Source: an optimization exercise on an open RTL-to-GDS flow (aim: small area and a short achievable clock period). Production flows keep margins and buffers that such runs may drop. Where RTL was checked, it was by simulation tests only, not by an equivalence proof against the original.

// mul_pipe_single
module mul_pipe_single #(
  parameter XLEN    = 32,
  parameter RD_BITS = 5,
  parameter TAG_W   = 4
) (
  input  wire                 clk,
  input  wire                 rst,
  input  wire                 EX_mul,
  input  wire [XLEN-1:0]      EX_mul_a,
  input  wire [XLEN-1:0]      EX_mul_b,
  input  wire [RD_BITS-1:0]   EX_mul_rd,
  input  wire [TAG_W-1:0]     EX_mul_tag,
  input  wire                 MEM_we,     
  input  wire                 MEM_jlx,    
  output wire                 mul_result_valid,
  output wire [XLEN-1:0]      mul_result,
  output wire [RD_BITS-1:0]   mul_rd,           
  output wire [TAG_W-1:0]     mul_result_tag,   
  output wire                 mul_busy,
  output wire [RD_BITS-1:0]   mul_busy_rd,
  output wire [TAG_W-1:0]     mul_busy_tag,
  output wire                 mul_wb_conflict_stall,
  output wire                 mul_issue_stall
);
For scale: about 1500 cells after synthesis, roughly 100 flip-flops, ~12000 µm² of cells after synthesis.
Settings: LEC_CHECK=0, CAP_MARGIN=20, CORE_MARGIN=2, CORE_UTILIZATION=40, SETUP_SLACK_MARGIN=5, SLEW_MARGIN=20; clock period 10.0 ns.
run.sh (not shown) runs the stock make flow with config.mk's settings and CLKGATE_MAP_FILE= SYNTH_SCRIPT=/design/flow/synth_recipe.tcl, a recipe that flattens the netlist after the stock synthesis.
The baseline ran to the end with no violations.
Edit:
Settings changed: SETUP_SLACK_MARGIN 5 to unset.
Effect: The changed run went through all stages and came out clean; synthesized area stays the same; worst setup slack is worse by 1.3 ns; count of clock-buffer cells in the layout fell by 1; final cell count came out lower by 4.4%; die area does not change.
Function was not checked in any run of this note: the RTL went through the layout flow alone.

* * *

Another version of the RTL of mul_pipe_single (not shown whole).
For scale: ~840 cells after synthesis, about 130 I/O pins.
// mul_pipe_single
module mul_pipe_single #(
  parameter XLEN    = 32,
  parameter RD_BITS = 5,
  parameter TAG_W   = 4
) (
  input  wire                 clk,
  input  wire                 rst,
  input  wire                 EX_mul,
  input  wire [XLEN-1:0]      EX_mul_a,
  input  wire [XLEN-1:0]      EX_mul_b,
  input  wire [RD_BITS-1:0]   EX_mul_rd,
  input  wire [TAG_W-1:0]     EX_mul_tag,
  input  wire                 MEM_we,     
  input  wire                 MEM_jlx,    
  output wire                 mul_result_valid,
  output wire [XLEN-1:0]      mul_result,
  output wire [RD_BITS-1:0]   mul_rd,           
  output wire [TAG_W-1:0]     mul_result_tag,   
  output wire                 mul_busy,
  output wire [RD_BITS-1:0]   mul_busy_rd,
  output wire [TAG_W-1:0]     mul_busy_tag,
  output wire                 mul_wb_conflict_stall,
  output wire                 mul_issue_stall
);
  reg  [2:0]         cnt;
  reg  [31:0]        a;
  reg  [31:0]        pbn;     
  reg  [3:0]         bo, bt;   
  reg  [23:0]        acc;
  reg  [RD_BITS-1:0] rd;
  reg  [TAG_W-1:0]   tag;
  wire idle  = (cnt == 3'd0);
  wire valid = (cnt == 3'd5);
  assign mul_busy         = !idle;
  assign mul_result_valid = valid;
  assign mul_result       = valid ? ~pbn : 32'd0;
  assign mul_rd           = valid ? rd  : {RD_BITS{1'b0}};
  ...
export LEC_CHECK = 0
export CAP_MARGIN = 20
export CORE_MARGIN = 2
export CORE_UTILIZATION = 40
export SLEW_MARGIN = 20
create_clock -name core_clock -period 10.0 [get_ports {clk}]
standard.sh (not shown) runs the stock make flow with config.mk's settings and CLKGATE_MAP_FILE= SYNTH_SCRIPT=/design/flow/synth_recipe.tcl, a recipe that flattens the netlist after the stock synthesis.
==> flow/flow/run.sh <==
#!/bin/bash
# Layout flow: the standard ORFS flow (standard.sh, unchanged synthesis), with
#  - after synthesis, flow/polarity.py flips full-adder cells (FA(~a,~b,~c) = ~FA(a,b,c))
#    so that fewer inverters are needed around them; registers are untouched
#  - port buffers made of plain buffers instead of the delay cells buffer_ports picks
set -euo pipefail
cd "$(dirname "$0")/.."
source flow/params.sh
export BUFFER_PORTS_ARGS
export SETUP_SLACK_MARGIN
R=orfs/results/sky130hd/mul_pipe_single/base
bash standard.sh synth > synth.log 2>&1
if [[ "${POLARITY:-1}" == 1 ]]; then
  cp $R/1_2_yosys.v $R/1_2_yosys.std.v
  python3 flow/polarity.py $R/1_2_yosys.std.v $R/1_2_yosys.v > polarity.log 2>&1
  rm -f $R/1_synth.odb
fi
bash standard.sh > standard.log 2>&1
==> flow/flow/params.sh <==
BUFFER_PORTS_ARGS="-buffer_cell sky130_fd_sc_hd__buf_1"
SETUP_SLACK_MARGIN=4.5
POLARITY=1
Other scripts of this flow, unchanged in this note and not shown: flow/flow/polarity.py
Rerun with:
==> flow/flow/params.sh (replaced) <==
BUFFER_PORTS_ARGS="-buffer_cell sky130_fd_sc_hd__buf_1"
SETUP_SLACK_MARGIN=5.5
POLARITY=1
Non-clock buffer count is higher by 43; hold slack stays flat; setup slack is better by 0.50 ns; clock skew is lower by 0.0055 ns.
Rerun with:
==> flow/flow/params.sh (replaced) <==
BUFFER_PORTS_ARGS="-buffer_cell sky130_fd_sc_hd__buf_1"
SETUP_SLACK_MARGIN=7.0
POLARITY=1
Result: Critical path depth went up by 1. Clock skew hardly moves. Setup slack improves by 0.095 ns. Design area came out higher by roughly a tenth. Die area does not change. Synthesized cell count is unchanged.
Rerun with:
==> flow/flow/params.sh (replaced) <==
BUFFER_PORTS_ARGS="-buffer_cell sky130_fd_sc_hd__buf_1"
SETUP_SLACK_MARGIN=6.0
POLARITY=1
ABC_CLOCK_PERIOD_IN_PS = 4000   (was default)
CTS_BUF_LIST = sky130_fd_sc_hd__clkbuf_4 sky130_fd_sc_hd__clkbuf_8   (was default)
=>
- The changed run completed with no timing, DRC or antenna violations
- critical path depth goes down by 1
- maximum frequency is lower by about 0.8%
- global-route usage drops by 3.1 points
- die area does not change
- first-iteration DRC count drops by about 4.6%
- synthesized area stays the same
- hold slack got worse by 0.0071 ns
- routed wire length is lower by about 13%
- design area went down by about 10%
Rerun with:
==> flow/flow/params.sh (replaced) <==
BUFFER_PORTS_ARGS="-buffer_cell sky130_fd_sc_hd__buf_1"
SETUP_SLACK_MARGIN=5.0
POLARITY=1
ABC_AREA = 1   (was default)
ABC_CLOCK_PERIOD_IN_PS = default   (was 4000)
CTS_BUF_LIST = default   (was sky130_fd_sc_hd__clkbuf_4 sky130_fd_sc_hd__clkbuf_8)
=>
- register-to-register slack got worse by 0.24 ns
- design area drops by a few percent
- via count increases by roughly a tenth
- global-route usage climbs by 0.66 points
- non-clock buffer count falls by 57
- wire length came out higher by a little under a tenth

[re-timing with driven ports]
The results above use ideal ports. As a check the final layouts listed here were re-extracted and re-timed, cells and wires unchanged.
Step 1 sets driving cells, clkbuf_16 on the clock port and buf_2 on the other inputs (assumed; they add their load-dependent delay and slew).
Step 2 moves the port delays by t, midway between the first and last clock arrival at a register: inputs arrive t later, outputs are due t later. That takes back most of the time a late clock gives input paths.
Slacks: no drivers / after step 1 / after step 2; pairs: no drivers / after step 1.
| run | shift t [ns] | setup slack, ns | latest minus earliest clock arrival (ns) | worst register clock-pin slew, ns |
|---|---|---|---|---|
| the first run of note 1 | 0.429 | 5.124 / 5.101 / 5.101 | 0.018 / 0.019 | 0.09 / 0.09 |
| the second run of note 1 | 0.422 | 3.864 / 3.864 / 3.864 | 0.018 / 0.018 | 0.09 / 0.09 |
| the first run of note 2 | 0.406 | 4.939 / 4.939 / 4.939 | 0.017 / 0.016 | 0.09 / 0.09 |
| the second run of note 2 | 0.410 | 5.434 / 5.434 / 5.434 | 0.012 / 0.011 | 0.09 / 0.09 |
| the third run of note 2 | 0.399 | 5.529 / 5.529 / 5.529 | 0.009 / 0.009 | 0.08 / 0.08 |
| the fourth run of note 2 | 0.432 | 5.492 / 5.492 / 5.492 | 0.018 / 0.018 | 0.12 / 0.12 |
| the fifth run of note 2 | 0.406 | 5.255 / 5.255 / 5.255 | 0.018 / 0.018 | 0.09 / 0.09 |
After both steps setup and hold are still met in every run listed. For the first run of note 1, which loses most, drivers alone change the setup slack by -0.023 ns; drivers and shift together by -0.023 ns.
